Context: an optimization exercise on an open-source flow, tuned for small area, a short achievable clock period and few clock cycles. The choices shown serve that exercise and are no tape-out recipe. At most, simulation tests tie the RTL to the original design; equivalence was not proved. Function not checked in runs 1 to 5: the RTL went through the layout flow alone. Power is estimated from default activity; no workload was simulated.

==> design.v <==
module STI_DAC(clk ,reset, load, pi_data, pi_length, pi_fill, pi_msb, pi_low, pi_end,
	       so_data, so_valid,
	       oem_finish, oem_dataout, oem_addr,
	       odd1_wr, odd2_wr, odd3_wr, odd4_wr, even1_wr, even2_wr, even3_wr, even4_wr);
input		clk, reset;
input		load, pi_msb, pi_low, pi_end;
input	[15:0]	pi_data;
input	[1:0]	pi_length;
input		pi_fill;
output		so_data;
output	reg	so_valid;
output		odd1_wr, odd2_wr, odd3_wr, odd4_wr, even1_wr, even2_wr, even3_wr, even4_wr;
output	reg	oem_finish;
output	[4:0]	oem_addr;
output	[7:0]	oem_dataout;
reg		busy;		 
reg	[2:0]	idx;		 
reg		hi;		 
reg		zero;		 
reg	[1:0]	byte_cnt;	 
reg	[7:0]	shift;		 
reg		wr_pend;	 
reg	[7:0]	pix;		 
reg	[5:0]	clr;
reg		ev;		 
wire clearing = ~wr_pend & ~clr[5];
wire [7:0] pix_inc = pix + {7'd0, wr_pend};		 
function [1:0] byte_src;	 
	input [1:0] len;
	input msb, fill, low;
	input [1:0] b;
	reg bz, bh;
	begin
		bz = 1'b0;
		bh = 1'b0;
		case (len)
		2'd0: bh = low;
		2'd1: bh = msb ^ b[0];
		2'd2: begin
			case (b)
			2'd0: begin bz = msb ^ fill; bh = msb; end
			2'd1: bh = ~fill;
			default: begin bz = ~(msb ^ fill); bh = ~msb; end
			endcase
		end
		default: begin
			bz = b[1] ^ msb ^ fill;
			bh = msb ^ b[0];
		end
		endcase
		byte_src = {bz, bh};
	end
endfunction
wire [1:0] src0 = byte_src(pi_length, pi_msb, pi_fill, pi_low, 2'd0);
wire first_bit = ~src0[1] & (pi_msb ? (src0[0] ? pi_data[15] : pi_data[7])
				  : (src0[0] ? pi_data[8] : pi_data[0]));
wire next_bit = ~zero & pi_data[{hi, idx}];
wire byte_end = busy & (idx == {3{~pi_msb}});
wire last = byte_end & (byte_cnt == pi_length);
wire [1:0] bc_next = load ? 2'd0 : byte_cnt + 2'd1;
wire [1:0] src_next = byte_src(pi_length, pi_msb, pi_fill, pi_low, bc_next);
always @(posedge clk or posedge reset) begin
	if (reset) begin
		busy <= 1'b0;
		so_valid <= 1'b0;
		wr_pend <= 1'b0;
	end else begin
		busy <= load | (busy & ~last);
		so_valid <= load | busy;
		wr_pend <= byte_end;
	end
end
always @(posedge clk) begin
	if (load) idx <= pi_msb ? 3'd6 : 3'd1;
	else idx <= pi_msb ? idx - 3'd1 : idx + 3'd1;
	if (load | byte_end) begin
		byte_cnt <= bc_next;
		{zero, hi} <= src_next;
	end
	shift <= {shift[6:0], load ? first_bit : next_bit};
end
assign so_data = shift[0];
always @(posedge clk or posedge reset) begin
	if (reset) begin
		pix <= 8'd0;
		clr <= 6'd0;
		oem_finish <= 1'b0;
		ev <= 1'b0;
	end else begin
		pix <= pix_inc;
		ev <= pix_inc[3] ^ pix_inc[0];
		clr <= clr + {5'd0, clearing};
		oem_finish <= pi_end & clr[5];
	end
end
wire [3:0] bank = {pix[7:6] == 2'd3, pix[7:6] == 2'd2, pix[7:6] == 2'd1, pix[7:6] == 2'd0};
assign {odd4_wr, odd3_wr, odd2_wr, odd1_wr} = clearing ? 4'hf : {4{wr_pend & ~ev}} & bank;
assign {even4_wr, even3_wr, even2_wr, even1_wr} = clearing ? 4'hf : {4{wr_pend & ev}} & bank;
assign oem_addr = wr_pend ? pix[5:1] : clr[4:0];
assign oem_dataout = shift & {8{wr_pend}};
endmodule
==> flow/run.sh <==
#!/bin/bash
# Standard synthesis and layout, with plain buf_1 port buffers and free cell sizing.
set -euo pipefail
bash standard.sh synth > synth.log 2>&1
bash standard.sh 'BUFFER_PORTS_ARGS=-buffer_cell sky130_fd_sc_hd__buf_1' MATCH_CELL_FOOTPRINT=0 finish > layout.log 2>&1
==> standard.sh <==
#!/bin/bash
# synth_recipe.tcl (not shown) runs the flow's synth.tcl, then flattens the netlist and writes it again
# the make line also repeats each setting of config.mk as NAME=value (left out here)
make -C /OpenROAD-flow-scripts/flow DESIGN_CONFIG=/design/flow/config.mk WORK_HOME=/design/flow/orfs CLKGATE_MAP_FILE= SYNTH_SCRIPT=/design/flow/synth_recipe.tcl "${@:-finish}"
==> config.mk <==
export PLATFORM = sky130hd
export DESIGN_NAME = STI_DAC
export DESIGN_NICKNAME = STI_DAC
export VERILOG_FILES = /design/flow/design.v
export SDC_FILE = /design/flow/constraint.sdc
export NUM_CORES = 4
export LEC_CHECK = 0
export CAP_MARGIN = 20
export CORE_MARGIN = 2
export CORE_UTILIZATION = 40
export SETUP_SLACK_MARGIN = 2.1
export SLEW_MARGIN = 20
==> constraint.sdc <==
create_clock -name core_clock -period 4.0 [get_ports {clk}]
set_input_delay 0.8000 -clock core_clock [delete_from_list [all_inputs] [get_ports {clk}]]
set_output_delay 0.8000 -clock core_clock [all_outputs]
set_load 0.01 [all_outputs]
==> run summary, run 1 <==
- Status: complete, no violations
- Worst vdd ir: ~0.23 mV
- Most used DFF post-synth: dfrtp_1
- Most common cell after layout, fill and taps aside: buf_1
- Synth Area in Adders: 0.0477
- CTS H-tree lvls: 2
- First-pass GRT wire length: 6.02 mm
- Clock Skew: 0.00548 ns
- Ys async rst share: 0.559
- First-pass DRT Iterations: 4
- Global-route usage over all layers: 0.154
- Synth unique cells: 41
- Die ar.: 0.00487 mm2
- Post-Syn Area: 0.00173 mm2
- Setup Viol. Count Final: 0
- Max_slew headroom: 0.534
- RSZ-0062 raised after global routing: yes
- Post-synth EDFFs: 4
- Max Fanout on Critical Path: 8
- Cells after synthesis: 160
- Layout cells sized above 1: 0.203
- Critical Path RT: ~3.2 ns
- DRC viols: 0
- WP buf/inv: 2
- Post-DP HPWL: 2.62 mm
- Mux contribution to synthesized area: 0.0975
- Nets: 242
- Chip height: 69.8 um
- DR WL/cell: 13.7 um
- I/O pin cnt: 49
- Vias in the first global route: 1,315
- Setup CP Type: reg -> out
- Commonest cells after routing, fill and taps aside: buf_1 (34), dfrtp_1 (18), xnor2_1 (13)
- Drt initial violations: between 60 and 70
- PwrDens: 621 mW/mm2
- Final Cycle Share: 0.538
- Nature of the critical path endpoint: output pin
- Syn nets: about 190
- Clock Path Buffers: 2
- CTS tree: done
- GRT overflow: 0
- Largest family of logic cells by synthesized area: simple AND/OR/NAND/NOR gates
- Root Driver: clkbuf_8
- Pin count of the biggest net entering global routing: 20
- Initial Util: 0.424
- CP startpoint kind: flop
- Crit-path leading delay family: flip-flops
- Slowest cell on the critical path: dfrtp_2
- Core Box Area: roughly 0.0041 mm2
- Port buffer count: 48
- Mean Syn Cell Area: 10.8 um2
- Worst Path Arrival: between 1 and 1.5 ns
- Total number of yosys warnings: 1
- Total negative setup slack: 0 ns
- Diodes inserted: 0
- Initial antenna violation count: 0
- Leak Pwr: 0.911 nW
- Max Fclk: 465 MHz
- Least-Margin Pin Slew: 0.698 ns
- Max-slew violations: 0
- Vias: between 1,000 and 1,500
- Area grow syn2layout: 25.0%
- ANT nets after route: 0
- Clock latency (worst-skew pair): 0.28 ns
- Maxcap violations: 0
- Crit-path cells: buf_12 -> mux2_4 -> buf_6
- Num rows: 23
- Routed vias/inst: approximately 5.0
- Clock net sink count: 34
- # hold bufs at CTS: 0
- GPL Wtd Cong: 0.798
- Synth Area in XOR/XNOR: 0.0961
- Core Util, Final: 0.530
- Horiz. Die Dim: 69.8 um
- Final Hold Viols: 0
- Simple-gate share of the synthesized area: 0.163
- Num CTS Buffers: 5
- FF+latch count, synth: 34
- Sequential-to-total area share from yosys stat: 0.471
- Tmin final: 2.15 ns
- Worst Hold Class: reg -> reg
- WL final: 3.58 mm
- Synth Area in Compound Gates: 0.0802
- Clock transition at path regs: 0.06 ns
- Largest stage delay on the critical path: roughly 0.5 ns
[power breakdown]
group	total [mW]	switching [mW]	internal, mW
logic	0.486	0.226	0.261
registers	0.556	0.103	0.453
clock network	0.302	0.115	0.186
total	1.34	0.444	0.900
[worst paths after layout]
kind,endpoint,depth (start not counted),slack [ns],start
max,oem_addr[2],3,1.85,wr_pend
min,shift[3],0,0.35,shift[2]
max reg2reg,shift[0],4,2.22,idx[0]
min reg2reg,shift[3],0,0.35,shift[2]
max in group asynchronous,wr_pend,2,2.91,reset
min in group asynchronous,oem_finish,2,0.59,reset
[layer usage]
metal | wire, um | vias to the layer above | track usage
met1 | 1640 | 617 | 0.195
met4 | 40 | 0 | 0.0449
met3 | 167 | 5 | 0.0480
met2 | 1730 | 35 | 0.252
met5 | 0 | - | 0
li1 | - | 658 | -
[per-stage QoR]
stage / hold slack (ns) / total power [mW] / cell area (um2) / cells / setup slack (ns)
5_1_grt: 0.356 / 1.44 / 2160 / 262 / 1.79
3_5_place_dp: 0.335 / 0.972 / 1960 / 251 / 1.64
2_1_floorplan: 0.323 / 0.854 / 1770 / 160 / 2.07
3_3_place_gp: 0.328 / 0.948 / 1960 / 251 / 1.76
6_report: 0.348 / 1.34 / 2160 / 262 / 1.85
4_1_cts: 0.351 / 1.31 / 2100 / 261 / 1.86
[cell usage after synthesis (2+ instances only)]
cell      instances  area [um2]
nand3_1           6        30.0
o31ai_1           2        15.0
nand2b_1          3        18.8
nor3_1            4        20.0
clkbuf_1          3        11.3
nand2_1           8        30.0
a21oi_1           2        10.0
edfxtp_1          4         120
buf_6             3        33.8
mux2i_1           9        90.1
dfrtp_1          19         475
inv_1             7        26.3
a31oi_1           2        12.5
nor2_1            6        22.5
o21ai_0           7        35.0
dfxtp_1          11         220
mux2_2            5        56.3
ha_1              5        62.6
a221o_1           2        20.0
and2_1            9        56.3
or2_2             3        18.8
nor2b_1           3        18.8
xnor2_1          13         114
xor2_1            6        52.6
a22oi_1           2        15.0
[cell type report]
type	instances	area [um2]
fillers	366	1920
clock buffers	7	76.3
inverters	7	26.3
well taps	50	62.6
multi-input cells	113	906
repair buffers	50	246
clock inverters	1	30.0
flip-flops and latches	34	817
[sequential cells by signal (all words and copies together), names as in the netlist, 2 cells and up]
name	count
pix	8
byte_cnt	2
idx	3
clr	6
shift	8
[logic make-up after synthesis]
kind of cell,after synthesis
AND/OR/NAND/NOR,51
flip-flops,34
AO/OA/AOI/OAI,21
XOR/XNOR,19
multiplexers,15
buffers and inverters,14
adder cells (fa/ha/maj),6
[repair_timing]
item	in CTS	in global routing
setup buffers	2	0
setup endpoints to repair	29	22
pin swaps	1	2
gates resized for setup	9	29
cloned	0	1
==> run 2: changes to the inputs <==
--- a/config.mk
+++ b/config.mk
@@ -10,3 +10,3 @@
 export CORE_UTILIZATION = 40
-export SETUP_SLACK_MARGIN = 2.1
+export SETUP_SLACK_MARGIN = 2.3
 export SLEW_MARGIN = 20
==> run 2 against run 1 <==
Effect of this change: still clean on timing, DRC and antenna; die area did not move; final area increased by 6.9%; sequential cell count unchanged; clock-buffer cell count is the same; combinational power rose by 8.6%; non-clock buffer count increased by 4; largest power group unchanged.
==> run summary, run 2 <==
- Cells after synthesis: 160 (unchanged)
- CTS H-tree lvls: 2 (unchanged)
- Worst hold stages: 0 (unchanged)
- Tmin final: 2.18 ns (+0.0275 ns)
- Syn nets: 191 (unchanged)
- Diodes inserted: 0 (unchanged)
- Setup Viol. Count Final: 0 (unchanged)
- Clock net sink count: 34 (unchanged)
- Vias in the first global route: 1,247 (-5.2%)
- Synth Area in Compound Gates: 0.0802 (unchanged)
- DR WL/cell: 13.4 um (-1.5%)
- Post-Syn Area: 0.00173 mm2 (unchanged)
- Max-slew violations: 0 (unchanged)
- Clock Path Buffers: 2 (unchanged)
- Simple-gate share of the synthesized area: 0.163 (unchanged)
- Worst Hold Class: reg -> reg
- FF-to-FF setup slack: 2.39 ns (+0.17 ns)
- Post-synth top area share: 0.275 (unchanged)
- Worst reg2reg startpoint: idx[0]
- Sequential Area: 822 um2 (+0.61%)
- Drt initial violations: 44 (-28%)
- Mean Syn Cell Area: 10.8 um2 (unchanged)
- Final Hold Viols: 0 (unchanged)
- Commonest cells after routing, fill and taps aside: buf_1 (27), dfrtp_1 (17), xnor2_1 (13)
- First-pass DRT Iterations: 4 (unchanged)
- Leading area contributor after synthesis: dfrtp_1
- Slowest cell on the critical path: dfrtp_4
- Largest stage delay on the critical path: 0.53 ns (+0.03 ns)
- Num CTS Buffers: 5 (unchanged)
- GPL Wtd Cong: 0.815 (+2.0%)
- Multi-input logic area: 992 um2 (+9.5%)
- Top area cells in the synthesized netlist: dfrtp_1 (27%), dfxtp_1 (13%), edfxtp_1 (6.9%)
- Initial antenna violation count: 0 (unchanged)
- Max Fanout on Critical Path: 8 (unchanged)
- Routed vias/inst: 5.08 (+1.1%)
- CP startpoint kind: flop
- Largest family of logic cells by synthesized area: simple AND/OR/NAND/NOR gates
- Most common cell after layout, fill and taps aside: buf_1
- Worst reg2reg endpoint: shift[0]
- Status: complete, no violations
- Critical Path RT: 3.20 ns (about the same)
- Chip height: 69.8 um (unchanged)
- FF+latch count, synth: 34 (unchanged)
- Nets: 246 (+1.7%)
- Crit-path leading delay family: flip-flops
- Port buffer count: 48 (unchanged)
- Total number of yosys warnings: 1 (unchanged)
- Worst Path Arrival: 1.38 ns (+0.03 ns)
- Max Fclk: 459 MHz (-1.3%)
- Fill count: 379 (+3.6%)
- Root Driver: clkbuf_8
- First-pass GRT wire length: 5.95 mm (-1.0%)
- Biggest regs: pix: 8 flops, shift: 8 flops, clr: 6 flops
- Num rows: 23 (unchanged)
- Vias: 1,350 (+2.7%)
- Most used DFF post-synth: dfrtp_1
- Core Box Area: 0.00409 mm2 (unchanged)
- Hold Crit Endpoint: shift[4]
- Die ar.: 0.00487 mm2 (unchanged)
- Horiz. Die Dim: 69.8 um (unchanged)
- Mux contribution to synthesized area: 0.0975 (unchanged)
- Post-DP HPWL: 2.62 mm (-0.21%)
- GRT overflow: 0 (unchanged)
- DRC viols: 0 (unchanged)
- WL final: 3.58 mm (unchanged)
- Worst vdd ir: 0.315 mV (+38%)
- DP Area: 0.00204 mm2 (+4.4%)
- Most common cell in the netlist: dfrtp_1
- I/O pin cnt: 49 (unchanged)
- ANT nets after route: 0 (unchanged)
- Synth unique cells: 41 (unchanged)
- Global-route usage over all layers: 0.156 (+0.00192)
- Least-Margin Pin Slew: 0.739 ns (+0.0413 ns)
- CTS tree: done
- PwrDens: 612 mW/mm2 (-1.4%)
- Post-synth EDFFs: 4 (unchanged)
- Ys async rst share: 0.559 (unchanged)
- Layout cells sized above 1: 0.292 (+0.0888)
- Clock latency (worst-skew pair): 0.29 ns (about the same)
- Crit-path cells: or2_4 -> o31ai_4 -> buf_2
- Hold_ws: 0.354 ns (+0.00595 ns)
- Top cells by count, synth: dfrtp_1 (19), xnor2_1 (13), dfxtp_1 (11)
- Leak Pwr: 0.971 nW (+6.7%)
- Final Cycle Share: 0.545 (+0.00688)
- Min-delay src: shift[3]
- Clock transition at path regs: 0.07 ns (about the same)
- Nature of the critical path endpoint: output pin
- Total negative setup slack: 0 ns (unchanged)
- Area grow syn2layout: 33.7%
- Max_slew headroom: 0.507 (-0.0276)
- Sequential-to-total area share from yosys stat: 0.471 (unchanged)
- Setup CP Type: reg -> out
- Cells on worst reg2reg path: 4 (unchanged)
- Pin count of the biggest net entering global routing: 20 (unchanged)
- WP buf/inv: 1 (-1)
- Synth Area in Adders: 0.0477 (unchanged)
- Clock Skew: 0.00431 ns (-0.00117 ns)
- RSZ-0062 raised after global routing: yes
- Post-route cell area: 0.00231 mm2 (+6.9%)
- Maxcap violations: 0 (unchanged)
- Initial Util: 0.424 (unchanged)
- Synth Area in XOR/XNOR: 0.0961 (unchanged)
run 2: area by class of cell:
cell class,instances,share of cell area
Sequential cell,34,0.355
Multi-Input combinational cell,113,0.429
Clock inverter,1,0.00378
Tap cell,50,0.0270
Timing Repair Buffer,54,0.123
Inverter,7,0.0114
Clock buffer,7,0.0514
run 2: logic make-up (layout without fill, tap and decap cells):
logic type,Yosys count,count (layout)
xor+xnor,19,19
compound gates,21,21
mux,15,15
simple gates,51,52
buf+inv,14,69
flops,34,34
fa+ha+maj,6,6
run 2: worst max path at each step:
| stage | start | end | slack, ns | depth (start not counted) |
|---|---|---|---|---|
| final | wr_pend | odd1_wr | 1.82 | 3 |
| after global placement | load | hi | 1.78 | 5 |
| after CTS | wr_pend | odd3_wr | 1.80 | 3 |
| after detailed placement | load | hi | 1.69 | 5 |
| after floorplan | pi_msb | byte_cnt[0] | 2.16 | 4 |
| after global routing | wr_pend | odd1_wr | 1.78 | 3 |
run 2: routing by layer:
layer | track usage | share of wire | up-vias
met5 | 0 | 0 | -
met4 | 0.0513 | 0.012 | 0
met3 | 0.0552 | 0.056 | 5
met2 | 0.244 | 0.49 | 38
met1 | 0.200 | 0.44 | 638
li1 | - | - | 669
run 2: what timing repair did:
| item | 4_1_cts | 5_1_grt |
|---|---|---|
| gates resized for setup | 30 | 19 |
| buffers inserted | 5 | 1 |
| hold buffers | 0 | 0 |
| cloned | 1 | 0 |
| endpoints found under the setup margin | 36 | 29 |
| pin swaps | 3 | 3 |
run 2: metrics by stage:
step / instances / util / worst slack (ns) / power, mW
4_1_cts: 265 / 0.551 / 1.80 / 1.41
6_report: 266 / 0.566 / 1.82 / 1.42
3_3_place_gp: 251 / 0.500 / 1.78 / 1.01
5_1_grt: 266 / 0.566 / 1.78 / 1.51
2_1_floorplan: 160 / - / 2.16 / 0.942
3_5_place_dp: 251 / 0.500 / 1.69 / 1.03
run 2: power by group:
group / internal, mW / total, mW / switching [mW]
registers: 0.454 / 0.560 / 0.106
clock network: 0.199 / 0.330 / 0.130
logic: 0.277 / 0.528 / 0.251
total: 0.931 / 1.42 / 0.487
run 2: worst reg2reg max path: stages, from the launching register on:
cell and delay (ns):
dfxtp_2 0.48, mux4_2 0.53, nor2_1 0.10, a31oi_1 0.05, a221o_1 0.34
==> run 3: changes to the inputs <==
==> run.sh (new file) <==
#!/bin/bash
# synth_recipe.tcl (not shown) runs the flow's synth.tcl, then flattens the netlist and writes it again
# the make line also repeats each setting of config.mk as NAME=value (left out here)
make -C /OpenROAD-flow-scripts/flow DESIGN_CONFIG=/design/flow/config.mk WORK_HOME=/design/flow/orfs CLKGATE_MAP_FILE= SYNTH_SCRIPT=/design/flow/synth_recipe.tcl finish
--- a/config.mk
+++ b/config.mk
@@ -10,3 +10,3 @@
 export CORE_UTILIZATION = 40
-export SETUP_SLACK_MARGIN = 2.3
+export SETUP_SLACK_MARGIN = 2.0
 export SLEW_MARGIN = 20
removed: flow/run.sh
removed: standard.sh
==> run 3 against run 2 <==
Effect of this change: largest cell class unchanged; sequential share of layout area is 0.74 points lower; non-clock buffer count stayed put; core utilization is 0.95 points higher; clock skew is 0.0091 ns higher; die area stayed put; still clean; clock-buffer cell count is 1 higher; setup slack better by 0.072 ns; critical path type unchanged.
==> run summary, run 3 <==
- Clock net sink count: 34 (unchanged)
- Diodes inserted: 0 (unchanged)
- Max Fanout on Critical Path: 5 (-3)
- Post-Syn Area: 0.00173 mm2 (unchanged)
- Post-synth top area share: 0.275 (unchanged)
- PwrDens: 572 mW/mm2 (-6.6%)
- DRC viols: 0 (unchanged)
- Post-route cell area: 0.00235 mm2 (+1.7%)
- Clock transition at path regs: 0.06 ns (about the same)
- Syn nets: 191 (unchanged)
- Area grow syn2layout: 35.9%
- Max Fclk: 475 MHz (+3.4%)
- GRT overflow: 0 (unchanged)
- Clock Path Buffers: 2 (unchanged)
- Least-Margin Pin Slew: 0.740 ns (+0.000454 ns)
- Chip height: 69.8 um (unchanged)
- Initial Util: 0.424 (unchanged)
- Switch share: 0.333 (-0.0104)
- FF+latch count, synth: 34 (unchanged)
- Largest stage delay on the critical path: 0.43 ns (-0.10 ns)
- Pin count of the biggest net entering global routing: 20 (unchanged)
- Leading area contributor after synthesis: dfrtp_1
- Biggest regs: pix: 8 flops, shift: 8 flops, clr: 6 flops
- FF-to-FF setup slack: 2.14 ns (-0.25 ns)
- Mean Syn Cell Area: 10.8 um2 (unchanged)
- CP startpoint kind: flop
- Worst Hold Class: reg -> reg
- Port buffer count: 48 (unchanged)
- DP Area: 0.00223 mm2 (+9.1%)
- DR WL/cell: 13.6 um (+0.87%)
- GPL Wtd Cong: 0.750 (-7.9%)
- Worst reg2reg endpoint: shift[0]
- WL final: 3.61 mm (+0.87%)
- GR Layer Usage met2: 0.249 (+0.00423)
- Num rows: 23 (unchanged)
- ANT nets after route: 0 (unchanged)
- Post-DP HPWL: 2.71 mm (+3.5%)
- Status: complete, no violations
- Setup Viol. Count Final: 0 (unchanged)
- Vias: 1,326 (-1.8%)
- Leak Pwr: 1.07 nW (+9.9%)
- Top cells by count, synth: dfrtp_1 (19), xnor2_1 (13), dfxtp_1 (11)
- Int Pwr: 0.898 mW (-3.5%)
- Final Cycle Share: 0.527 (-0.0180)
- Maxcap violations: 0 (unchanged)
- Setup CP Type: reg -> out
- Top area cells in the synthesized netlist: dfrtp_1 (27%), dfxtp_1 (13%), edfxtp_1 (6.9%)
- Core Box Area: 0.00409 mm2 (unchanged)
- Met1 Resource Use GR: 0.216 (+0.0157)
- Slowest cell on the critical path: dfrtp_2
- Flop pwr share: 0.415 (+0.020)
- Synth unique cells: 41 (unchanged)
- Switching power: 0.448 mW (-7.9%)
- Fin cells: 266 (unchanged)
- Commonest cells after routing, fill and taps aside: dfrtp_1 (17), clkdlybuf4s50_1 (17), buf_2 (16)
- Nets: 246 (unchanged)
- Initial antenna violation count: 0 (unchanged)
- Layout cells sized above 1: 0.241 (-0.0509)
- Most common cell in the netlist: dfrtp_1
- Final Hold Viols: 0 (unchanged)
- Clock Skew: 0.0134 ns (+0.00906 ns)
- RSZ-0062 raised after global routing: yes
- Hold Crit Endpoint: shift[2]
- Post-synth EDFFs: 4 (unchanged)
- First-pass DRT Iterations: 4 (unchanged)
- Max-slew violations: 0 (unchanged)
- Placed insts: 251 (unchanged)
- Worst reg2reg startpoint: idx[0]
- Horiz. Die Dim: 69.8 um (unchanged)
- Global-route usage over all layers: 0.165 (+0.00956)
- Vias in the first global route: 1,333 (+6.9%)
- I/O pin cnt: 49 (unchanged)
- Num CTS Buffers: 5 (unchanged)
- WP buf/inv: 2 (+1)
- Max_slew headroom: 0.506 (about the same)
- Routed vias/inst: 4.98 (-1.8%)
- Grt peak-use layer: met2
- CTS tree: done
- Cells on worst reg2reg path: 4 (unchanged)
- Drt initial violations: 41 (-6.8%)
- Min-delay src: shift[1]
- Most used DFF post-synth: dfrtp_1
- Clock latency (worst-skew pair): 0.29 ns (about the same)
- Critical Path RT: 3.20 ns (about the same)
- Crit-path leading delay family: flip-flops
- Worst vdd ir: 0.327 mV (+3.8%)
- GRT met3 Usage: 0.0523 (-0.00291)
- Crit-path cells: buf_6 -> or2_4 -> o31ai_1 -> buf_2
- Tmin final: 2.11 ns (-0.0720 ns)
- Root Driver: clkbuf_8
- Sequential-to-total area share from yosys stat: 0.471 (unchanged)
- Clock network fraction of total power: 0.190 (-0.042)
- Cells after synthesis: 160 (unchanged)
- Logic pwr share: 0.395 (+0.023)
- First-pass GRT wire length: 6.32 mm (+6.1%)
- Critical path depth in cells: 4 (+1)
- # hold bufs at CTS: 0 (unchanged)
- Worst Path Arrival: 1.31 ns (-0.07 ns)
- Die ar.: 0.00487 mm2 (unchanged)
- Nature of the critical path endpoint: output pin
- CTS H-tree lvls: 2 (unchanged)
- Worst hold stages: 0 (unchanged)
- Total power: 1.35 mW (-5.0%)
- Total negative setup slack: 0 ns (unchanged)
- Total number of yosys warnings: 1 (unchanged)
- Ys async rst share: 0.559 (unchanged)
-- run 3: power groups by stage --
stage	sequential (mW)	combinational, mW	clock [mW]
final	0.559	0.532	0.256
after global routing	0.577	0.586	0.280
after CTS	0.558	0.524	0.266
after detailed placement	0.568	0.505	0
after global placement	0.562	0.491	0
after floorplan	0.522	0.307	0
-- run 3: cell type report --
| cell class | count | area (um2) |
|---|---|---|
| timing repair buffer | 54 | 455 |
| clock buffer | 8 | 90.1 |
| tap | 50 | 62.6 |
| multi-input combinational | 113 | 901 |
| sequential | 34 | 818 |
| fill | 354 | 1730 |
| inverter | 7 | 26.3 |
-- run 3: timing repair --
| action | in CTS | in global routing |
|---|---|---|
| hold endpoints to repair | 0 | 0 |
| endpoints found under the setup margin | 31 | 25 |
| resized for setup | 113 | 13 |
| gates cloned | 1 | 0 |
| pin swaps | 4 | 1 |
| setup buffers | 6 | 0 |
-- run 3: worst register-to-register path, cell delays in order, from the launching register on --
cell and delay, ns:
dfxtp_1 0.62, mux4_2 0.58, nor2_1 0.12, a31oi_1 0.05, a221o_1 0.38
-- run 3: cells by family after synthesis --
logic type	share of synthesized area
flops	0.471
compound gates	0.0802
xor+xnor	0.0961
simple gates	0.163
buf+inv	0.0441
mux	0.0975
fa+ha+maj	0.0477
-- run 3: worst max path at each step --
stage	from	to
after floorplan	wr_pend	even3_wr
after global placement	pi_msb	byte_cnt[1]
after detailed placement	pi_msb	idx[2]
after CTS	wr_pend	odd3_wr
after global routing	wr_pend	odd3_wr
final	wr_pend	odd1_wr
-- run 3: metrics by stage --
stage	utilization	setup WS (ns)	hold WS [ns]
after CTS	0.570	1.88	0.346
after global placement	0.546	1.43	0.328
after floorplan	-	1.98	0.323
after global routing	0.576	1.84	0.351
after detailed placement	0.546	1.34	0.332
final	0.576	1.89	0.343
-- run 3: per-layer routing --
layer  part of all wire  up-vias  routed length (um)
li1                   -      670                   -
met4              0.017        0                  63
met5                  0        -                   0
met3              0.057        5                 206
met1               0.47      607                1710
met2               0.45       44                1630
==> run 4: changes to the inputs <==
--- a/design.v
+++ b/design.v
@@ -21,8 +21,9 @@
 reg	[7:0]	shift;		 
-reg		wr_pend;	 
-reg	[7:0]	pix;		 
-reg	[5:0]	clr;
-reg		ev;		 
-wire clearing = ~wr_pend & ~clr[5];
-wire [7:0] pix_inc = pix + {7'd0, wr_pend};		 
+reg		wr_odd;		 
+reg		wr_even;	 
+reg	[5:0]	pix;		 
+reg	[3:0]	bank;		 
+reg	[5:0]	clr;		 
+reg		clearing;	 
+reg		clearing_n;	 
 function [1:0] byte_src;	 
@@ -65,3 +66,2 @@
 		so_valid <= 1'b0;
-		wr_pend <= 1'b0;
 	end else begin
@@ -69,3 +69,2 @@
 		so_valid <= load | busy;
-		wr_pend <= byte_end;
 	end
@@ -82,12 +81,24 @@
 assign so_data = shift[0];
+wire pix_ev = pix[3] ^ pix[0];
+wire [5:0] clr_inc = clr + {5'd0, clearing};
 always @(posedge clk or posedge reset) begin
 	if (reset) begin
-		pix <= 8'd0;
+		pix <= 6'd0;
+		bank <= 4'b0001;
+		wr_odd <= 1'b0;
+		wr_even <= 1'b0;
 		clr <= 6'd0;
+		clearing <= 1'b1;
+		clearing_n <= 1'b0;
 		oem_finish <= 1'b0;
-		ev <= 1'b0;
 	end else begin
-		pix <= pix_inc;
-		ev <= pix_inc[3] ^ pix_inc[0];
-		clr <= clr + {5'd0, clearing};
+		wr_odd <= byte_end & ~pix_ev;
+		wr_even <= byte_end & pix_ev;
+		if (wr_odd | wr_even) begin
+			pix <= pix + 6'd1;
+			if (pix == 6'd63) bank <= {bank[2:0], bank[3]};
+		end
+		clr <= clr_inc;
+		clearing <= ~byte_end & ~clr_inc[5];
+		clearing_n <= byte_end | clr_inc[5];
 		oem_finish <= pi_end & clr[5];
@@ -95,7 +106,6 @@
 end
-wire [3:0] bank = {pix[7:6] == 2'd3, pix[7:6] == 2'd2, pix[7:6] == 2'd1, pix[7:6] == 2'd0};
-assign {odd4_wr, odd3_wr, odd2_wr, odd1_wr} = clearing ? 4'hf : {4{wr_pend & ~ev}} & bank;
-assign {even4_wr, even3_wr, even2_wr, even1_wr} = clearing ? 4'hf : {4{wr_pend & ev}} & bank;
-assign oem_addr = wr_pend ? pix[5:1] : clr[4:0];
-assign oem_dataout = shift & {8{wr_pend}};
+assign {odd4_wr, odd3_wr, odd2_wr, odd1_wr} = {4{clearing}} | {4{wr_odd}} & bank;
+assign {even4_wr, even3_wr, even2_wr, even1_wr} = {4{clearing}} | {4{wr_even}} & bank;
+assign oem_addr = clearing ? clr[4:0] : pix[5:1];
+assign oem_dataout = shift & {8{clearing_n}};
 endmodule
==> flow/run.sh (new file) <==
#!/bin/bash
# Standard synthesis and layout, with plain buf_1 port buffers and free cell sizing.
set -euo pipefail
bash standard.sh synth > synth.log 2>&1
bash standard.sh 'BUFFER_PORTS_ARGS=-buffer_cell sky130_fd_sc_hd__buf_1' MATCH_CELL_FOOTPRINT=0 finish > layout.log 2>&1
==> standard.sh (new file) <==
#!/bin/bash
# synth_recipe.tcl (not shown) runs the flow's synth.tcl, then flattens the netlist and writes it again
# the make line also repeats each setting of config.mk as NAME=value (left out here)
make -C /OpenROAD-flow-scripts/flow DESIGN_CONFIG=/design/flow/config.mk WORK_HOME=/design/flow/orfs CLKGATE_MAP_FILE= SYNTH_SCRIPT=/design/flow/synth_recipe.tcl "${@:-finish}"
--- a/config.mk
+++ b/config.mk
@@ -10,3 +10,3 @@
 export CORE_UTILIZATION = 40
-export SETUP_SLACK_MARGIN = 2.0
+export SETUP_SLACK_MARGIN = 2.3
 export SLEW_MARGIN = 20
removed: run.sh
==> run 4 against run 3 <==
Effect of this change: critical endpoint is now oem_addr[0]; wire length is 2.2% lower; cell count is 2.3% higher; sequential share of layout area is 4.0 points higher; register-to-register slack better by 0.13 ns; power is 13% higher; clock-buffer cell count is 2 lower; sequential cell count is 4 higher; clock power is 16% higher.
==> run summary, run 4 <==
- Status: complete, no violations
- Flop pwr share: 0.419 (+0.004)
- Switching power: 0.519 mW (+16%)
- Critical Path RT: 3.20 ns (about the same)
- Clock Path Buffers: 2 (unchanged)
- Max reg flops: 8
- Most used DFF post-synth: dfrtp_1
- Post-synth top area share: 0.280 (+0.00525)
- DR WL/cell: 13.0 um (-4.4%)
- # hold bufs at CTS: 0 (unchanged)
- Clock network fraction of total power: 0.195 (+0.005)
- Die ar.: 0.00526 mm2 (+8.0%)
- GRT overflow: 0 (unchanged)
- Int Pwr: 1.01 mW (+12%)
- Initial antenna violation count: 0 (unchanged)
- Maxcap violations: 0 (unchanged)
- Nature of the critical path endpoint: output pin
- CP startpoint kind: flop
- Cells after synthesis: 165 (+3.1%)
- Syn nets: 195 (+2.1%)
- Leading area contributor after synthesis: dfrtp_1
- Max_slew headroom: 0.432 (-0.0744)
- Post-DP HPWL: 2.52 mm (-7.2%)
- Total number of yosys warnings: 1 (unchanged)
- Final Hold Viols: 0 (unchanged)
- Diodes inserted: 0 (unchanged)
- Root Driver: clkbuf_8
- Top cells by count, synth: dfrtp_1 (21), dfxtp_1 (11), xnor2_1 (11)
- Clock transition at path regs: 0.08 ns (+0.02 ns)
- Clock net sink count: 38 (+12%)
- Chip height: 72.5 um (+3.9%)
- First-pass GRT wire length: 5.66 mm (-10%)
- Post-Syn Area: 0.00188 mm2 (+8.5%)
- Most common cell after layout, fill and taps aside: buf_1
- PwrDens: 642 mW/mm2 (+12%)
- Hold_ws: 0.354 ns (+0.0105 ns)
- Crit-path cells: mux2_4 -> buf_6
- Setup Viol. Count Final: 0 (unchanged)
- Post-synth EDFFs: 4 (unchanged)
- GPL Wtd Cong: 0.805 (+7.3%)
- Ys async rst share: 0.605 (+0.0464)
- Slowest cell on the critical path: dfstp_2
- Max Fclk: 459 MHz (-3.3%)
- Total power: 1.52 mW (+13%)
- Final Cycle Share: 0.545 (+0.0182)
- Leak Pwr: 1.06 nW (-0.55%)
- Global-route usage over all layers: 0.139 (-0.0262)
- Most common cell in the netlist: dfrtp_1
- Total negative setup slack: 0 ns (unchanged)
- Vias: 1,355 (+2.2%)
- Worst Hold Class: reg -> reg
- RSZ-0062 raised after global routing: yes
- Nets: 249 (+1.2%)
- DRC viols: 0 (unchanged)
- CTS H-tree lvls: 2 (unchanged)
- Clock latency (worst-skew pair): 0.29 ns (about the same)
- First-pass DRT Iterations: 4 (unchanged)
- Sequential-to-total area share from yosys stat: 0.489 (+0.0179)
- Layout cells sized above 1: 0.295 (+0.0547)
- Top area cells in the synthesized netlist: dfrtp_1 (28%), dfxtp_1 (12%), edfxtp_1 (6.4%)
- Pin count of the biggest net entering global routing: 24 (+20%)
- Num rows: 24 (+4.3%)
- Clock Skew: 0.00238 ns (-0.0110 ns)
- Logic pwr share: 0.386 (-0.009)
- WL final: 3.53 mm (-2.2%)
- I/O pin cnt: 49 (unchanged)
- CTS tree: done
- Switch share: 0.340 (+0.00751)
- Largest stage delay on the critical path: 0.64 ns (+0.21 ns)
- Mean Syn Cell Area: 11.4 um2 (+5.2%)
- Tmin final: 2.18 ns (+0.0728 ns)
- Horiz. Die Dim: 72.5 um (+3.9%)
- Biggest regs: shift: 8 flops, clr: 6 flops, pix: 6 flops
- Synth unique cells: 40 (-2.4%)
- Worst vdd ir: 0.186 mV (-43%)
- Core Box Area: 0.00444 mm2 (+8.8%)
- Num CTS Buffers: 5 (unchanged)
- Port buffer count: 48 (unchanged)
- Setup CP Type: reg -> out
- Worst Path Arrival: 1.38 ns (+0.07 ns)
- Routed vias/inst: 4.98 (about the same)
- Max Fanout on Critical Path: 6 (+1)
- Max-slew violations: 0 (unchanged)
- Fill count: 405 (+14%)
- Area grow syn2layout: 26.4%
- Drt initial violations: 106 (+160%)
- Commonest cells after routing, fill and taps aside: buf_1 (30), dfrtp_1 (20), clkbuf_2 (12)
- ANT nets after route: 0 (unchanged)
- Initial Util: 0.423 (-0.00118)
- Vias in the first global route: 1,200 (-10%)
- FF+latch count, synth: 38 (+12%)
- Least-Margin Pin Slew: 0.851 ns (+0.112 ns)
- Largest Register: shift
## run 4: changes by cell type after synthesis, sizes merged, moves of 3 or more
cell   previous run  this run
a21o              1         8
mux2              5        10
nand3             6         3
nor2              6        10
o21ai             7         2
## run 4: cell type report
| type | count | area (um2) | share of cell area |
|---|---|---|---|
| Clock inverter | 2 | 10.0 | 0.00422 |
| Inverter | 6 | 22.5 | 0.00949 |
| Sequential cell | 38 | 921 | 0.388 |
| Multi-Input combinational cell | 114 | 976 | 0.411 |
| Clock buffer | 6 | 93.8 | 0.0395 |
| Tap cell | 52 | 65.1 | 0.0274 |
| Timing Repair Buffer | 54 | 285 | 0.120 |
## run 4: power groups by stage
stage	Clock (mW)	Sequential (mW)	Combinational (mW)
5_1_grt	0.318	0.661	0.646
2_1_floorplan	0	0.586	0.381
3_3_place_gp	0	0.644	0.446
6_report	0.297	0.639	0.588
3_5_place_dp	0	0.647	0.446
4_1_cts	0.301	0.631	0.510
## run 4: kinds of logic after synthesis
| group | Yosys count | synth area share |
|---|---|---|
| flip-flops | 38 | 0.489 |
| AO/OA/AOI/OAI | 24 | 0.0953 |
| buffers and inverters | 13 | 0.0386 |
| XOR/XNOR | 18 | 0.0839 |
| multiplexers | 20 | 0.120 |
| AND/OR/NAND/NOR | 47 | 0.136 |
| adder cells (fa/ha/maj) | 5 | 0.0373 |
## run 4: final timing paths
| path | from | to | slack, ns | depth (start not counted) |
|---|---|---|---|---|
| worst max register to register | clearing | clearing_n | 2.27 | 7 |
| min in group asynchronous | reset | pix[1] | 0.65 | 2 |
| worst max-delay path | clearing | oem_addr[0] | 1.82 | 2 |
| max in group asynchronous | reset | clearing_n | 2.77 | 2 |
| worst min-delay path | shift[2] | shift[3] | 0.35 | 0 |
| worst min register to register | shift[2] | shift[3] | 0.35 | 0 |
## run 4: layer usage
metal / global-route usage / vias up / wire [um] / share of wire
met5: 0 / - / 0 / 0
met3: 0.0472 / 4 / 231 / 0.065
li1: - / 679 / - / -
met1: 0.203 / 627 / 1710 / 0.48
met2: 0.191 / 45 / 1560 / 0.44
met4: 0.0494 / 0 / 33 / 0.0094
## run 4: repair_timing
| item | 4_1_cts | 5_1_grt |
|---|---|---|
| pin swaps | 2 | 3 |
| endpoints found under the setup margin | 34 | 29 |
| gates resized for setup | 23 | 33 |
| setup buffers | 2 | 4 |
## run 4: critical path, delay by kind of cell, from the launching register on
family   cells  cell delay, ns
mux          1            0.33
flops        1            0.64
buf+inv      1            0.12
## run 4: stage by stage
step / cell area [um2] / util / worst slack, ns / std cells
after global placement: 2080 / 0.469 / 1.70 / 258
after global routing: 2370 / 0.534 / 1.78 / 272
after detailed placement: 2080 / 0.469 / 1.70 / 258
after floorplan: 1910 / - / 2.14 / 165
after CTS: 2240 / 0.505 / 1.82 / 268
final: 2370 / 0.534 / 1.82 / 272
==> run 5: changes to the inputs <==
--- a/config.mk
+++ b/config.mk
@@ -10,3 +10,3 @@
 export CORE_UTILIZATION = 40
-export SETUP_SLACK_MARGIN = 2.3
+export SETUP_SLACK_MARGIN = 2.1
 export SLEW_MARGIN = 20
==> run 5 against run 4 <==
Effect of this change: fmax is essentially flat; critical path depth unchanged; sequential cell count is the same; combinational power decreased by 9.9%; cell count decreased by 1.5%; power down 1.8%; non-clock buffer count down 4; sequential power shrank 2%; critical path type unchanged.
==> run summary, run 5 <==
- Status: complete, no violations
- Layout cells sized above 1: 0.153 (-0.143)
- Initial antenna violation count: 0 (unchanged)
- Most common cell in the netlist: dfrtp_1
- I/O pin cnt: 49 (unchanged)
- Root Driver: clkbuf_8
- ANT nets after route: 0 (unchanged)
- Max_slew headroom: 0.436 (+0.00418)
- Mean Syn Cell Area: 11.4 um2 (unchanged)
- Top cells by count, synth: dfrtp_1 (21), dfxtp_1 (11), xnor2_1 (11)
- Max Fclk: 459 MHz (about the same)
- Fill count: 411 (+1.5%)
- Post-Syn Area: 0.00188 mm2 (unchanged)
- DP Area: 0.00207 mm2 (-0.48%)
- Maxcap violations: 0 (unchanged)
- WL final: 3.40 mm (-3.7%)
- Total power: 1.50 mW (-1.8%)
- FF-to-FF setup slack: 2.20 ns (-0.07 ns)
- Core Util, Final: 0.512 (-0.0220)
- Hold Crit Endpoint: shift[5]
- Largest Register: shift
- GRT overflow: 0 (unchanged)
- Biggest regs: shift: 8 flops, clr: 6 flops, pix: 6 flops
- DRC viols: 0 (unchanged)
- Area grow syn2layout: 21.2%
- Post-synth EDFFs: 4 (unchanged)
- Leak Pwr: 0.999 nW (-5.9%)
- CTS tree: done
- Nets: 245 (-1.6%)
- Setup CP Type: reg -> out
- Slowest cell on the critical path: dfstp_2
- CTS H-tree lvls: 2 (unchanged)
- CP startpoint kind: flop
- Post-synth top area share: 0.280 (unchanged)
- Max Fanout on Critical Path: 7 (+1)
- Final Hold Viols: 0 (unchanged)
- Leading area contributor after synthesis: dfrtp_1
- Most common cell after layout, fill and taps aside: buf_1
- PwrDens: 657 mW/mm2 (+2.4%)
- Worst Hold Class: reg -> reg
- Commonest cells after routing, fill and taps aside: buf_1 (41), dfrtp_1 (20), xnor2_1 (11), dfxtp_1 (11), nor2_1 (10)
- Worst vdd ir: 0.270 mV (+45%)
- Critical Path RT: 3.20 ns (about the same)
- FF+latch count, synth: 38 (unchanged)
- Tmin final: 2.18 ns (+0.000620 ns)
- Setup Viol. Count Final: 0 (unchanged)
- Die ar.: 0.00526 mm2 (unchanged)
- Worst reg2reg startpoint: idx[0]
- DR WL/cell: 12.7 um (-2.2%)
- Vias: 1,305 (-3.7%)
- First-pass GRT wire length: 5.71 mm (+0.97%)
- Syn nets: 195 (unchanged)
- Most used DFF post-synth: dfrtp_1
- Crit-path leading delay family: flip-flops
- Global-route usage over all layers: 0.139 (-0.000494)
- Max reg flops: 8 (unchanged)
- Top area cells in the synthesized netlist: dfrtp_1 (28%), dfxtp_1 (12%), edfxtp_1 (6.4%)
- GPL Wtd Cong: 0.773 (-3.9%)
- Horiz. Die Dim: 72.5 um (unchanged)
- Clock net sink count: 38 (unchanged)
- Post-DP HPWL: 2.52 mm (+0.30%)
- Least-Margin Pin Slew: 0.845 ns (-0.00627 ns)
- Num rows: 24 (unchanged)
- Max-slew violations: 0 (unchanged)
- Initial Util: 0.423 (unchanged)
- Worst hold stages: 0 (unchanged)
- Cells on worst reg2reg path: 4 (-3)
- # hold bufs at CTS: 0 (unchanged)
- Drt initial violations: 84 (-21%)
- Sequential-to-total area share from yosys stat: 0.489 (unchanged)
- Clock latency (worst-skew pair): 0.28 ns (about the same)
- Cells after synthesis: 165 (unchanged)
- WP buf/inv: 1 (unchanged)
- Worst reg2reg endpoint: shift[0]
- Clock transition at path regs: 0.08 ns (about the same)
- Chip height: 72.5 um (unchanged)
- Final Cycle Share: 0.545 (about the same)
- First-pass DRT Iterations: 4 (unchanged)
- Ys async rst share: 0.605 (unchanged)
- Diodes inserted: 0 (unchanged)
- CP startpoint: clearing
- Total negative setup slack: 0 ns (unchanged)
- Largest stage delay on the critical path: 0.64 ns (about the same)
- Total number of yosys warnings: 1 (unchanged)
- Nature of the critical path endpoint: output pin
- Core Box Area: 0.00444 mm2 (unchanged)
- Post-route cell area: 0.00228 mm2 (-4.1%)
- Port buffer count: 48 (unchanged)
- Num CTS Buffers: 5 (unchanged)
- Min-delay src: shift[4]
- Clock Path Buffers: 2 (unchanged)
- Synth unique cells: 40 (unchanged)
- Routed vias/inst: 4.87 (-2.3%)
- Hold_ws: 0.346 ns (-0.00805 ns)
- RSZ-0062 raised after global routing: yes
- Clock Skew: 0.00721 ns (+0.00483 ns)
- Pin count of the biggest net entering global routing: 24 (unchanged)
- Worst Path Arrival: 1.38 ns (about the same)
- Crit-path cells: mux2_4 -> buf_6
- Vias in the first global route: 1,239 (+3.3%)
[run 5: worst max path at each step]
stage	end	slack, ns	depth (start not counted)
2_1_floorplan	byte_cnt[0]	2.11	4
6_report	oem_addr[3]	1.82	2
3_5_place_dp	byte_cnt[1]	1.66	4
4_1_cts	oem_addr[0]	1.80	2
3_3_place_gp	hi	1.71	4
5_1_grt	even2_wr	1.77	3
[run 5: where the power goes]
| part | total (mW) | switching, mW | internal (mW) |
|---|---|---|---|
| clock | 0.337 | 0.138 | 0.200 |
| sequential | 0.629 | 0.124 | 0.504 |
| combinational | 0.530 | 0.231 | 0.299 |
| total | 1.50 | 0.493 | 1.00 |
[run 5: cell type report]
| class | count | area (um2) | area share |
|---|---|---|---|
| Tap cell | 52 | 65.1 | 0.0286 |
| Inverter | 6 | 22.5 | 0.00990 |
| Clock buffer | 7 | 119 | 0.0522 |
| Sequential cell | 38 | 920 | 0.404 |
| Timing Repair Buffer | 50 | 235 | 0.103 |
| Multi-Input combinational cell | 114 | 906 | 0.398 |
| Clock inverter | 1 | 8.76 | 0.00385 |
[run 5: worst reg2reg max path, stage by stage (launching register included)]
cell	delay, ns
dfxtp_1	0.61
mux4_2	0.58
nor2_1	0.10
a31oi_1	0.05
a221o_1	0.33
[run 5: cell families after synthesis]
family | Yosys count | share of synthesized area
AND/OR/NAND/NOR | 47 | 0.136
flip-flops | 38 | 0.489
AO/OA/AOI/OAI | 24 | 0.0953
multiplexers | 20 | 0.120
XOR/XNOR | 18 | 0.0839
buffers and inverters | 13 | 0.0386
adder cells (fa/ha/maj) | 5 | 0.0373
[run 5: timing repair]
action	in CTS	in global routing
endpoints found under the setup margin	19	22
pin swaps	0	1
resized for setup	16	7
buffers inserted	1	1
[run 5: per-layer routing]
layer	wire length (um)	share of wire	GRT usage	vias up
met3	152	0.045	0.0306	5
met2	1480	0.44	0.209	36
met5	0	0	0	-
met1	1710	0.50	0.194	595
li1	-	-	-	669
met4	49	0.014	0.0556	0
[run 5: stage by stage]
step | instances | setup slack, ns
floorplan | 165 | 2.11
global placement | 258 | 1.71
detailed placement | 258 | 1.66
CTS | 267 | 1.80
global route | 268 | 1.77
finish | 268 | 1.82
==> run 6: changes to the inputs <==
--- a/design.v
+++ b/design.v
@@ -21,9 +21,8 @@
 reg	[7:0]	shift;		 
+reg	[5:0]	pix;		 
+reg	[3:1]	bge;		 
+reg	[2:1]	beq;		 
 reg		wr_odd;		 
 reg		wr_even;	 
-reg	[5:0]	pix;		 
-reg	[3:0]	bank;		 
-reg	[5:0]	clr;		 
-reg		clearing;	 
-reg		clearing_n;	 
+reg		wr_data;	 
 function [1:0] byte_src;	 
@@ -82,3 +81,4 @@
 wire pix_ev = pix[3] ^ pix[0];
-wire [5:0] clr_inc = clr + {5'd0, clearing};
+wire fill = pi_end & ~bge[1] & ~(wr_odd | wr_even);
+wire slot = byte_end | fill;
 always @(posedge clk or posedge reset) begin
@@ -86,26 +86,30 @@
 		pix <= 6'd0;
-		bank <= 4'b0001;
+		bge <= 3'd0;
+		beq <= 2'd0;
 		wr_odd <= 1'b0;
 		wr_even <= 1'b0;
-		clr <= 6'd0;
-		clearing <= 1'b1;
-		clearing_n <= 1'b0;
+		wr_data <= 1'b0;
 		oem_finish <= 1'b0;
 	end else begin
-		wr_odd <= byte_end & ~pix_ev;
-		wr_even <= byte_end & pix_ev;
-		if (wr_odd | wr_even) begin
-			pix <= pix + 6'd1;
-			if (pix == 6'd63) bank <= {bank[2:0], bank[3]};
+		wr_odd <= slot & ~pix_ev;
+		wr_even <= slot & pix_ev;
+		wr_data <= byte_end;
+		if ((wr_odd | wr_even) & (pix == 6'd63)) begin
+			bge <= {bge[2:1], 1'b1};
+			beq <= {beq[1], ~bge[1]};
 		end
-		clr <= clr_inc;
-		clearing <= ~byte_end & ~clr_inc[5];
-		clearing_n <= byte_end | clr_inc[5];
-		oem_finish <= pi_end & clr[5];
+		if (wr_odd | wr_even) pix <= pix + 6'd1;
+		oem_finish <= pi_end & bge[1];
 	end
 end
-assign {odd4_wr, odd3_wr, odd2_wr, odd1_wr} = {4{clearing}} | {4{wr_odd}} & bank;
-assign {even4_wr, even3_wr, even2_wr, even1_wr} = {4{clearing}} | {4{wr_even}} & bank;
-assign oem_addr = clearing ? clr[4:0] : pix[5:1];
-assign oem_dataout = shift & {8{clearing_n}};
+assign odd1_wr  = wr_odd & ~bge[1];
+assign even1_wr = wr_even & ~bge[1];
+assign odd2_wr  = wr_odd & beq[1] | ~wr_data & ~bge[1];
+assign even2_wr = wr_even & beq[1] | ~wr_data & ~bge[1];
+assign odd3_wr  = wr_odd & beq[2] | ~wr_data & ~bge[2];
+assign even3_wr = wr_even & beq[2] | ~wr_data & ~bge[2];
+assign odd4_wr  = wr_odd & bge[3] | ~wr_data & ~bge[3];
+assign even4_wr = wr_even & bge[3] | ~wr_data & ~bge[3];
+assign oem_addr = pix[5:1];
+assign oem_dataout = shift & {8{wr_data}};
 endmodule
--- a/config.mk
+++ b/config.mk
@@ -10,3 +10,3 @@
 export CORE_UTILIZATION = 40
-export SETUP_SLACK_MARGIN = 2.1
+export SETUP_SLACK_MARGIN = 2.4
 export SLEW_MARGIN = 20
==> run 6 against run 5 <==
Effect of this change: combinational power decreased by about 20%; die area fell by 12%; register-to-register slack improved by 0.28 ns; non-clock buffer count is 15 higher; clock skew up 0.00088 ns; core utilization is 4.2 points higher; area after synthesis shrank 13%; clock power shrank 32%.
==> run summary, run 6 <==
- Biggest regs: shift: 8 flops, pix: 6 flops
- Vias in the first global route: 1,149 (-7.3%)
- Post-synth top area share: 0.260 (-0.0199)
- Int Pwr: 0.770 mW (-23%)
- PwrDens: 519 mW/mm2 (-21%)
- Global-route usage over all layers: 0.147 (+0.00790)
- Status: complete, no violations
- Max-slew violations: 0 (unchanged)
- Clock network fraction of total power: 0.201 (-0.024)
- Top area cells in the synthesized netlist: dfrtp_1 (26%), dfxtp_1 (13%), edfxtp_1 (7.3%)
- Routed vias/inst: 4.89 (+0.52%)
- Largest Register: shift
- Leading area contributor after synthesis: dfrtp_1
- Mean Syn Cell Area: 10.6 um2 (-6.6%)
- Hold_ws: 0.354 ns (+0.00858 ns)
- Die ar.: 0.00462 mm2 (-12%)
- Commonest cells after routing, fill and taps aside: buf_1 (22), buf_4 (16), dfrtp_1 (13), clkbuf_2 (13)
- Leak Pwr: 0.957 nW (-4.2%)
- First-pass GRT wire length: 5.08 mm (-11%)
- Post-synth EDFFs: 4 (unchanged)
- Top cells by count, synth: dfrtp_1 (17), dfxtp_1 (11), xnor2_1 (11)
- Clock latency (worst-skew pair): 0.28 ns (about the same)
- Synth unique cells: 42 (+5.0%)
- Post-Syn Area: 0.00164 mm2 (-13%)
- CP startpoint kind: flop
- Worst setup margin: 2.08 ns (+0.264 ns)
- WL final: 3.38 mm (-0.53%)
- Clock Skew: 0.00809 ns (+0.000883 ns)
- DR WL/cell: 12.7 um (+0.22%)
- CTS H-tree lvls: 2 (unchanged)
- Worst reg2reg startpoint: byte_cnt[0]
- Logic pwr share: 0.373 (+0.019)
- Most used DFF post-synth: dfrtp_1
- Most common cell in the netlist: dfrtp_1
- Sequential-to-total area share from yosys stat: 0.468 (-0.0211)
- Horiz. Die Dim: 68.0 um (-6.3%)
- Core Box Area: 0.00397 mm2 (-11%)
- Initial Util: 0.412 (-0.0105)
- Maxcap violations: 0 (unchanged)
- Worst vdd ir: 0.210 mV (-22%)
- Min-delay src: shift[1]
- Root Driver: clkbuf_8
- Post-placement setup slack: 1.68 ns (+0.0128 ns)
- Critical Path RT: 3.20 ns (about the same)
- DRC viols: 0 (unchanged)
- Tmin final: 1.92 ns (-0.264 ns)
- Pin count of the biggest net entering global routing: 18 (-25%)
- GRT overflow: 0 (unchanged)
- Clock net sink count: 32 (-16%)
- Worst Hold Class: reg -> reg
- Max reg flops: 8 (unchanged)
- FF+latch count, synth: 32 (-16%)
- Clock Path Buffers: 2 (unchanged)
- Flop pwr share: 0.426 (+0.006)
- Clock transition at path regs: 0.06 ns (-0.02 ns)
- Diodes inserted: 0 (unchanged)
- Worst hold stages: 0 (unchanged)
- FF-to-FF setup slack: 2.48 ns (+0.28 ns)
- Cells on worst reg2reg path: 4 (unchanged)
- Setup CP Type: reg -> out
- Least-Margin Pin Slew: 0.633 ns (-0.212 ns)
- Num rows: 23 (-4.2%)
- Cells after synthesis: 154 (-6.7%)
- Most common cell after layout, fill and taps aside: buf_1
- Num CTS Buffers: 5 (unchanged)
- Total number of yosys warnings: 1 (unchanged)
- Final Hold Viols: 0 (unchanged)
- Area grow syn2layout: 34.5%
- Vias: 1,302 (-0.23%)
- Nature of the critical path endpoint: output pin
- Hold Crit Endpoint: shift[2]
- Setup Viol. Count Final: 0 (unchanged)
- First-pass DRT Iterations: 4 (unchanged)
- Max Fclk: 522 MHz (+14%)
- Initial antenna violation count: 0 (unchanged)
- Layout cells sized above 1: 0.347 (+0.194)
- Worst reg2reg endpoint: hi
- Final Cycle Share: 0.479 (-0.0659)
- Post-DP HPWL: 2.38 mm (-5.8%)
- ANT nets after route: 0 (unchanged)
- Drt initial violations: 42 (-50%)
- Ys async rst share: 0.531 (-0.0740)
- Core Util, Final: 0.554 (+0.0421)
- CTS tree: done
- Worst Path Arrival: 1.12 ns (-0.26 ns)
- Port buffer count: 48 (unchanged)
- GPL Wtd Cong: 0.755 (-2.3%)
- I/O pin cnt: 49 (unchanged)
- Syn nets: 182 (-6.7%)
- Placed insts: 241 (-6.6%)
- Switch share: 0.327 (-0.00254)
- Switching power: 0.373 mW (-24%)
- Chip height: 68.0 um (-6.3%)
- RSZ-0062 raised after global routing: yes
- Max_slew headroom: 0.578 (+0.142)
- Nets: 243 (-0.82%)
- Max Fanout on Critical Path: 8 (+1)
- Fin cells: 266 (-0.75%)
- Total negative setup slack: 0 ns (unchanged)
run 6: changes by cell type in the layout (fill, tap and decap cells not counted), moves of 5 or more:
cell	change
clkbuf_2	+11
buf_1	-19
and2_1	-7
buf_6	+6
and2_4	+7
buf_4	+14
o21ai_0	+5
a21o_1	-7
dfrtp_1	-7
run 6: timing repair:
item                                    in CTS  in global routing
gates resized for setup                     26                 58
buffers inserted                            11                  6
pin swaps                                    3                  7
hold buffers                                 0                  0
hold endpoints to repair                     0                  0
endpoints found under the setup margin      38                 33
run 6: through the flow:
step | instance area, um2 | power [mW]
6_report | 2200 | 1.14
5_1_grt | 2200 | 1.22
4_1_cts | 2030 | 1.09
3_5_place_dp | 1810 | 0.798
3_3_place_gp | 1810 | 0.785
2_1_floorplan | 1650 | 0.741
run 6: worst max path at each step:
stage / from / to / slack [ns] / cells past startpoint
finish: wr_data / oem_dataout[1] / 2.08 / 3
global route: wr_data / oem_dataout[0] / 2.04 / 3
CTS: wr_data / odd3_wr / 2.09 / 2
floorplan: pi_msb / byte_cnt[0] / 2.10 / 4
global placement: pi_msb / zero / 1.73 / 4
detailed placement: pi_msb / zero / 1.68 / 4
run 6: power by group through the flow:
| stage | logic [mW] | registers [mW] | clock network [mW] |
|---|---|---|---|
| global placement | 0.280 | 0.505 | 0 |
| floorplan | 0.271 | 0.470 | 0 |
| CTS | 0.374 | 0.483 | 0.237 |
| global route | 0.473 | 0.497 | 0.250 |
| finish | 0.426 | 0.486 | 0.230 |
| detailed placement | 0.288 | 0.510 | 0 |
run 6: critical path, stage by stage, from the launching register on:
cell and delay [ns]:
dfrtp_2 0.45, buf_6 0.15, and2_4 0.13, buf_6 0.11
run 6: final cells by class:
| class | instances | area (um2) |
|---|---|---|
| Clock buffer | 7 | 76.3 |
| Inverter | 8 | 30.0 |
| Sequential cell | 32 | 771 |
| Tap cell | 50 | 62.6 |
| Fill cell | 366 | 1770 |
| Multi-Input combinational cell | 103 | 825 |
| Clock inverter | 1 | 5.00 |
| Timing Repair Buffer | 65 | 432 |
run 6: cells by family after synthesis:
kind of cell             share of synthesized area
XOR/XNOR                                    0.0749
multiplexers                                 0.112
adder cells (fa/ha/maj)                     0.0275
flip-flops                                   0.468
AND/OR/NAND/NOR                              0.155
AO/OA/AOI/OAI                               0.0963
buffers and inverters                       0.0665
run 6: metal layers:
| metal | part of all wire | GRT usage |
|---|---|---|
| met3 | 0.054 | 0.0461 |
| met5 | 0 | 0 |
| met2 | 0.50 | 0.240 |
| met1 | 0.44 | 0.188 |
| met4 | 0.010 | 0.0375 |
Testbench counts of run 6, summed over its fixed seeds: cycles 10,845.
==> run 7: changes to the inputs <==
--- a/config.mk
+++ b/config.mk
@@ -10,3 +10,3 @@
 export CORE_UTILIZATION = 40
-export SETUP_SLACK_MARGIN = 2.4
+export SETUP_SLACK_MARGIN = 2.1
 export SLEW_MARGIN = 20
==> run 7 against run 6 <==
Effect of this change: wire length shrank 4.3%; fmax shrank 0.95%; largest cell class unchanged; sequential cell count is the same; highest routed layer unchanged.
==> run summary, run 7 <==
- Max_slew headroom: 0.581 (+0.00379)
- Largest stage delay on the critical path: 0.46 ns (about the same)
- Sequential-to-total area share from yosys stat: 0.468 (unchanged)
- Fill count: 384 (+4.9%)
- Most common cell after layout, fill and taps aside: buf_1
- Biggest regs: shift: 8 flops, pix: 6 flops
- Cells after synthesis: 154 (unchanged)
- Clock Skew: 0.00521 ns (-0.00289 ns)
- Clock latency (worst-skew pair): 0.28 ns (about the same)
- Ys async rst share: 0.531 (unchanged)
- Status: complete, no violations
- Synth unique cells: 42 (unchanged)
- Worst hold stages: 0 (unchanged)
- Min-delay src: shift[3]
- Most used cell, CP: buf_6
- # hold bufs at CTS: 0 (unchanged)
- Nature of the critical path endpoint: output pin
- PwrDens: 540 mW/mm2 (+4.0%)
- Drt initial violations: 42 (unchanged)
- Vias in the first global route: 1,198 (+4.3%)
- DR WL/cell: 12.9 um (+1.4%)
- Worst vdd ir: 0.333 mV (+59%)
- Critical Path RT: 3.20 ns (about the same)
- Least-Margin Pin Slew: 0.627 ns (-0.00567 ns)
- Post-Syn Area: 0.00164 mm2 (unchanged)
- Fin cells: 251 (-5.6%)
- Multi-input logic area: 785 um2 (-4.9%)
- Clock transition at path regs: 0.07 ns (about the same)
- Worst Path Arrival: 1.13 ns (about the same)
- Leak Pwr: 0.836 nW (-13%)
- Die ar.: 0.00462 mm2 (unchanged)
- Num rows: 23 (unchanged)
- WP buf/inv: 2 (unchanged)
- Mean Syn Cell Area: 10.6 um2 (unchanged)
- Nets: 228 (-6.2%)
- Horiz. Die Dim: 68.0 um (unchanged)
- Vias: 1,236 (-5.1%)
- Hold Crit Endpoint: shift[4]
- Initial antenna violation count: 0 (unchanged)
- Most common cell in the netlist: dfrtp_1
- Syn nets: 182 (unchanged)
- Pin count of the biggest net entering global routing: 18 (unchanged)
- Post-synth EDFFs: 4 (unchanged)
- First-pass DRT Iterations: 4 (unchanged)
- Total power: 1.09 mW (-4.7%)
- Crit-path cells: buf_6 -> and2_4 -> buf_6
- Crit-path leading delay family: flip-flops
- Setup CP Type: reg -> out
- Final Cycle Share: 0.484 (+0.00460)
- Largest Register: shift
- FF+latch count, synth: 32 (unchanged)
- Diodes inserted: 0 (unchanged)
- Worst reg2reg endpoint: bge[3]
- Max Fanout on Critical Path: 8 (unchanged)
- I/O pin cnt: 49 (unchanged)
- GRT overflow: 0 (unchanged)
- Clock net sink count: 32 (unchanged)
- CP startpoint kind: flop
- DRC viols: 0 (unchanged)
- FF-to-FF setup slack: 2.37 ns (-0.11 ns)
- Worst reg2reg startpoint: pix[0]
- Setup Viol. Count Final: 0 (unchanged)
- Total negative setup slack: 0 ns (unchanged)
- Top area cells in the synthesized netlist: dfrtp_1 (26%), dfxtp_1 (13%), edfxtp_1 (7.3%)
- Final Hold Viols: 0 (unchanged)
- First-pass GRT wire length: 5.33 mm (+4.9%)
- Leading area contributor after synthesis: dfrtp_1
- WL final: 3.23 mm (-4.3%)
- Global-route usage over all layers: 0.153 (+0.00662)
- Post-DP HPWL: 2.41 mm (+1.5%)
- Port buffer count: 48 (unchanged)
- Sequential Area: 769 um2 (-0.16%)
- Commonest cells after routing, fill and taps aside: buf_1 (34), dfrtp_1 (14), xnor2_1 (11), dfxtp_1 (11)
- Max Fclk: 517 MHz (-0.95%)
- Maxcap violations: 0 (unchanged)
- Slowest cell on the critical path: dfrtp_2
- Root Driver: clkbuf_8
- Max-slew violations: 0 (unchanged)
- CTS tree: done
- Clock Path Buffers: 2 (unchanged)
- Core Util, Final: 0.508 (-0.0463)
- Tmin final: 1.93 ns (+0.0184 ns)
- Max reg flops: 8 (unchanged)
- Cells on worst reg2reg path: 4 (unchanged)
- Total number of yosys warnings: 1 (unchanged)
- Area grow syn2layout: 23.2%
- CTS H-tree lvls: 2 (unchanged)
- Top cells by count, synth: dfrtp_1 (17), dfxtp_1 (11), xnor2_1 (11)
- Layout cells sized above 1: 0.214 (-0.133)
- Core Box Area: 0.00397 mm2 (unchanged)
- Post-synth top area share: 0.260 (unchanged)
- Num CTS Buffers: 5 (unchanged)
- Placed insts: 241 (unchanged)
- Hold_ws: 0.346 ns (-0.00824 ns)
- Worst Hold Class: reg -> reg
- Routed vias/inst: 4.92 (+0.60%)
- ANT nets after route: 0 (unchanged)
- GPL Wtd Cong: 0.752 (-0.44%)
- Most used DFF post-synth: dfrtp_1
- Chip height: 68.0 um (unchanged)
- Initial Util: 0.412 (unchanged)
- RSZ-0062 raised after global routing: yes
==> run 7: cell counts after synthesis <==
No cell type changed its count.
==> run 7: cell families (layout without fill, tap and decap cells) <==
logic type | Yosys count | in the layout | synth area share
and+or+nand+nor | 48 | 48 | 0.155
AOI/OAI and AO/OA | 23 | 23 | 0.0963
xor gates and xnor gates | 14 | 14 | 0.0749
adders and majority gates | 3 | 3 | 0.0275
DFF | 32 | 32 | 0.468
buffers and inverters | 19 | 66 | 0.0665
muxes | 15 | 15 | 0.112
==> run 7: where the power goes <==
group / internal [mW] / switching, mW
logic: 0.167 / 0.148
clock network: 0.157 / 0.111
registers: 0.411 / 0.0954
total: 0.735 / 0.354
==> run 7: stage by stage <==
step           worst slack [ns]  cell area (um2)
4_1_cts                    2.07             1950
6_report                   2.07             2020
2_1_floorplan              2.10             1640
3_5_place_dp               1.67             1800
5_1_grt                    2.02             2020
3_3_place_gp               1.74             1800
==> run 7: layer usage <==
layer | vias up | GRT usage | share of wire
met2 | 28 | 0.243 | 0.50
met5 | - | 0 | 0
met4 | 0 | 0.0525 | 0.0037
li1 | 614 | - | -
met1 | 592 | 0.199 | 0.45
met3 | 2 | 0.0461 | 0.045
==> run 7: final cells by class <==
class | instances | share of cell area
multi-input combinational | 103 | 0.389
timing repair buffer | 50 | 0.134
tap | 50 | 0.0310
inverter | 8 | 0.0149
clock buffer | 8 | 0.0496
sequential | 32 | 0.382
==> run 7: worst reg2reg max path: cells and delay by family, from the launching register on <==
family                   cells  cell delay, ns
flip-flops                   1            0.42
multiplexers                 1            0.36
AND/OR/NAND/NOR              1            0.35
AO/OA/AOI/OAI                1            0.20
adder cells (fa/ha/maj)      1            0.19
==> run 7: timing repair <==
item	4_1_cts	5_1_grt
setup endpoints to repair	22	19
buffers inserted	2	0
resized for setup	20	29
==> run 7: worst max path at each step <==
stage / from / end / slack, ns / cells after the start
6_report: wr_data / oem_dataout[2] / 2.07 / 3
5_1_grt: wr_data / odd4_wr / 2.02 / 2
4_1_cts: wr_data / oem_dataout[1] / 2.07 / 3
3_5_place_dp: pi_msb / byte_cnt[1] / 1.67 / 4
3_3_place_gp: pi_msb / byte_cnt[0] / 1.74 / 4
2_1_floorplan: pi_msb / byte_cnt[0] / 2.10 / 4

==> re-timing with driven ports <==
Ports are ideal in the flow. The routed layouts listed here were re-timed in OpenROAD.
Step 1 assumes that a clkbuf_16 drives the clock port and a buf_2 every other input.
Step 2 times the ports against the registers' clock, not the clock port: input delays grow and output delays shrink by t, the midpoint of the rising clock arrivals with the driver on.
a / b / c = ideal ports / drivers / drivers and shift; a / b = the first two.
run | t (ns) | setup WS [ns] | hold slack, ns | worst register clock-pin slew, ns
run 1 | 0.300 | 1.849 / 1.823 / 1.909 | 0.348 / 0.348 / 0.348 | 0.07 / 0.07
run 2 | 0.312 | 1.822 / 1.796 / 2.033 | 0.354 / 0.354 / 0.354 | 0.07 / 0.07
run 3 | 0.308 | 1.894 / 1.865 / 1.779 | 0.343 / 0.343 / 0.343 | 0.07 / 0.07
run 4 | 0.315 | 1.821 / 1.795 / 2.017 | 0.354 / 0.354 / 0.354 | 0.08 / 0.08
run 5 | 0.307 | 1.820 / 1.794 / 1.919 | 0.346 / 0.346 / 0.346 | 0.08 / 0.08
run 6 | 0.296 | 2.084 / 2.061 / 2.054 | 0.354 / 0.354 / 0.354 | 0.07 / 0.07
run 7 | 0.298 | 2.066 / 2.040 / 1.879 | 0.346 / 0.346 / 0.346 | 0.07 / 0.07
After both steps every run listed still meets setup and hold. For run 7, which loses most, drivers alone change the setup slack by -0.026 ns; drivers and shift together by -0.187 ns.
